This design comes from an exercise in tuning for small area and a short achievable clock period on the open sky130 flow, not from production work.
At most, simulation tests tie the RTL to the original design; equivalence was not proved.
The flow treats the clock pin as an ideal source. Dropping or thinning the clock tree relies on that and would not hold on a real chip.
Power figures rest on the tool's default switching activity, not on a simulated workload.

== before ==
==> flow/design.v <==
module PacketArbiter #
 ( parameter WIDTH = 8,
   parameter DEPTH = 8,
   parameter DLOG2 = 3,
   parameter KLOG2 = 3)
 ( input   clk,
   input   reset,
   input  [WIDTH-1:0]  A_tdata,
   input   A_tvalid,
   input   A_tlast,
   output reg A_tready,
   input  [WIDTH-1:0]  B_tdata,
   input   B_tvalid,
   input   B_tlast,
   output reg B_tready,
   output reg [WIDTH-1:0]  K_tdata,
   output reg K_tvalid,
   output reg K_tlast,
   input   K_tready);
  function [2:0] inc3(input [2:0] v);
    inc3 = {v[2] ^ (v[1] & v[0]), v[1] ^ v[0], ~v[0]};
  endfunction
  reg [WIDTH-1:0] A_mem [0:DEPTH-1];
  reg [WIDTH-1:0] B_mem [0:DEPTH-1];
  reg [WIDTH-1:0] K_mem [0:DEPTH-1];
  reg [2:0] wa, wb, lenA, lenB, kw, kr;
  reg [DEPTH-1:0] ra, rb;    
  reg grant;
  wire endA = (lenA != 0) && (lenA == kw);
  wire endB = (lenB != 0) && (lenB == kw);
  wire endc = grant ? endB : endA;
  wire klast = grant ? ((lenA != 0) && (lenA == kr))
                     : ((lenB != 0) && (lenB == kr));
  always @(posedge clk, posedge reset) begin
    if (reset) begin
      wa <= 0; wb <= 0; lenA <= 0; lenB <= 0;
      A_tready <= 1'b0; B_tready <= 1'b0;
    end else begin
      if (A_tvalid) begin
        A_tready <= ~A_tlast;
        wa <= A_tlast ? 3'd0 : inc3(wa);
        if (A_tlast) lenA <= wa;
      end
      if (B_tvalid) begin
        B_tready <= ~B_tlast;
        wb <= B_tlast ? 3'd0 : inc3(wb);
        if (B_tlast) lenB <= wb;
      end
    end
  end
  always @(posedge clk, posedge reset) begin
    if (reset) begin
      ra <= 1; rb <= 1; kw <= 0; grant <= 1'b0;
    end else begin
      if (grant) rb <= {rb[DEPTH-2:0], rb[DEPTH-1]};
      else       ra <= {ra[DEPTH-2:0], ra[DEPTH-1]};
      kw <= endc ? 3'd0 : inc3(kw);
      grant <= grant ^ endc;
    end
  end
  always @(posedge clk, posedge reset) begin
    if (reset) begin
      kr <= 0; K_tvalid <= 1'b0; K_tlast <= 1'b0;
    end else if (K_tready) begin
      K_tvalid <= 1'b1;
      K_tlast <= klast;
      kr <= klast ? 3'd0 : inc3(kr);
    end
  end
  reg [WIDTH-1:0] ard, brd, krd;
  integer i;
  always @* begin
    ard = {WIDTH{1'b0}};
    brd = {WIDTH{1'b0}};
    krd = {WIDTH{1'b0}};
    for (i = 0; i < DEPTH; i = i + 1) begin
      ard = ard | ({WIDTH{ra[i]}} & A_mem[i]);
      brd = brd | ({WIDTH{rb[i]}} & B_mem[i]);
      krd = krd | ({WIDTH{kr == i}} & K_mem[i]);
    end
  end
  always @(posedge clk) begin
    if (A_tvalid && !reset) A_mem[wa] <= A_tdata;
    if (B_tvalid && !reset) B_mem[wb] <= B_tdata;
    if (!reset) K_mem[kw] <= grant ? brd : ard;
    if (K_tready) K_tdata <= krd;
  end
endmodule
export LEC_CHECK = 0
export CAP_MARGIN = 20
export CORE_MARGIN = 2
export CORE_UTILIZATION = 60
export SETUP_SLACK_MARGIN = 2.3
export SLEW_MARGIN = 20
create_clock -name core_clock -period 4.0 [get_ports {clk}]
standard.sh (not shown) runs the stock make flow with config.mk's settings and CLKGATE_MAP_FILE= SYNTH_SCRIPT=/design/flow/synth_recipe.tcl, a recipe that flattens the netlist after the stock synthesis.
==> flow/flow/run.sh <==
#!/bin/bash
# Standard ORFS layout, except that the clock tree is built by flow/cts_pre.tcl
# (hooked in through PRE_CTS_TCL) instead of TritonCTS. make's output goes to
# make.log here; ORFS's per-step logs stay under orfs/logs.
set -euo pipefail
here=$(pwd)
bash standard.sh "PRE_CTS_TCL=$here/flow/cts_pre.tcl" finish > make.log 2>&1
Other scripts of this flow, unchanged in this note and not shown: flow/flow/cts_pre.tcl, flow/flow/mycts.tcl
--- input diff before..after ---
==> flow/design.v <==
module PacketArbiter #
 ( parameter WIDTH = 8,
   parameter DEPTH = 8,
   parameter DLOG2 = 3,
   parameter KLOG2 = 3)
 ( input   clk,
   input   reset,
   input  [WIDTH-1:0]  A_tdata,
   input   A_tvalid,
   input   A_tlast,
   output reg A_tready,
   input  [WIDTH-1:0]  B_tdata,
   input   B_tvalid,
   input   B_tlast,
   output reg B_tready,
   output reg [WIDTH-1:0]  K_tdata,
   output reg K_tvalid,
   output reg K_tlast,
   input   K_tready);
  function [2:0] inc3(input [2:0] v);
    inc3 = {v[2] ^ (v[1] & v[0]), v[1] ^ v[0], ~v[0]};
  endfunction
  reg [WIDTH-1:0] A_mem [0:DEPTH-1];
  reg [WIDTH-1:0] B_mem [0:DEPTH-1];
  reg [WIDTH-1:0] K_mem [0:DEPTH-1];
  reg [2:0] wa, wb, lenA, lenB, kw;
  reg [DEPTH-1:0] ra, rb, kr;    
  reg grant;
  reg [WIDTH-1:0] cdata;
  reg [DEPTH-1:0] kwe;
  wire endA = (lenA != 0) && (lenA == kw);
  wire endB = (lenB != 0) && (lenB == kw);
  wire endc = grant ? endB : endA;
  wire [DEPTH-1:0] krn = {kr[DEPTH-1:1], 1'b0};
  wire klast = grant ? krn[lenA] : krn[lenB];
  always @(posedge clk, posedge reset) begin
    if (reset) begin
      wa <= 0; wb <= 0; lenA <= 0; lenB <= 0;
      A_tready <= 1'b0; B_tready <= 1'b0;
    end else begin
      if (A_tvalid) begin
        A_tready <= ~A_tlast;
        wa <= A_tlast ? 3'd0 : inc3(wa);
        if (A_tlast) lenA <= wa;
      end
      if (B_tvalid) begin
        B_tready <= ~B_tlast;
        wb <= B_tlast ? 3'd0 : inc3(wb);
        if (B_tlast) lenB <= wb;
      end
    end
  end
  always @(posedge clk, posedge reset) begin
    if (reset) begin
      ra <= 1; rb <= 1; kw <= 0; grant <= 1'b0;
    end else begin
      if (grant) rb <= {rb[DEPTH-2:0], rb[DEPTH-1]};
      else       ra <= {ra[DEPTH-2:0], ra[DEPTH-1]};
      kw <= endc ? 3'd0 : inc3(kw);
      grant <= grant ^ endc;
    end
  end
  always @(posedge clk, posedge reset) begin
    if (reset) begin
      kr <= 1; K_tvalid <= 1'b0; K_tlast <= 1'b0;
    end else if (K_tready) begin
      K_tvalid <= 1'b1;
      K_tlast <= klast;
      kr <= klast ? {{(DEPTH-1){1'b0}}, 1'b1} : {kr[DEPTH-2:0], kr[DEPTH-1]};
    end
  end
  reg [WIDTH-1:0] crd, krd;
  integer i;
  always @* begin
    crd = {WIDTH{1'b0}};
    krd = {WIDTH{1'b0}};
    for (i = 0; i < DEPTH; i = i + 1) begin
      crd = crd | ({WIDTH{~grant & ra[i]}} & A_mem[i])
                | ({WIDTH{ grant & rb[i]}} & B_mem[i]);
      krd = krd | ({WIDTH{kr[i]}} & K_mem[i]);
    end
  end
  wire kbyp = |(kwe & kr);
  always @(posedge clk) begin
    if (A_tvalid && !reset) A_mem[wa] <= A_tdata;
    if (B_tvalid && !reset) B_mem[wb] <= B_tdata;
    cdata <= crd;
    for (i = 0; i < DEPTH; i = i + 1) begin
      kwe[i] <= !reset && kw == i;
      if (kwe[i]) K_mem[i] <= cdata;
    end
    if (K_tready) K_tdata <= kbyp ? cdata : krd;
  end
endmodule
Findings:
- Final cell utilization of the core ended up 4.2 points lower on after than on before.
- Via count of the first global-routing pass in after vs before: up about 7%
- after against before: routed wire length fell by about 1.6%, area overhead of the layout relative to synthesis fell by 5.7 points.
- Relative to before, critical path depth decreased by 1 in after.
- The area fraction in and, or, nand and nor cells after synthesis of after and that of before are within noise of each other.
- Sort before and after by vias after detailed routing, descending, and after comes first.
- The synthesized-area fraction occupied by ao, oa, aoi and oai cells reported for after is greater than that of before by 2.0 points.
- Reported net switching power: after < before
- Total number of nets in the final design was lower in the run labelled before.
- Internal power was higher in after than in before.
- Diff before -> after: horizontal die dimension picked up an extra 3.4%, final non-filler cell area saw an increase.
- Looking only at final worst setup slack, and setting everything else aside, the higher value of before and after goes to after.
The RTL of before was laid out without a check of its function. In every run of this note, the design's own scripts or RTL, not TritonCTS, make the clock network.

[re-timing with driven ports]
Ports are ideal in the flow. The routed layouts listed here were re-timed in OpenROAD. Step 1 assumes that a clkbuf_16 drives the clock port and a buf_2 every other input. Step 2 times the ports against the registers' clock, not the clock port: input delays grow and output delays shrink by t, the midpoint of the rising clock arrivals with the driver on. Slacks: no drivers / after step 1 / after step 2; pairs: no drivers / after step 1.
run	t, ns	setup slack, ns	pins driven straight from the clock port
before	0.382	2.023 / 2.023 / 1.983	4
after	0.390	2.289 / 2.239 / 1.988	4
After both steps setup and hold are still met in every run listed. The setup slack of after, which loses most, moves by -0.050 ns with the drivers and by -0.301 ns with both steps.
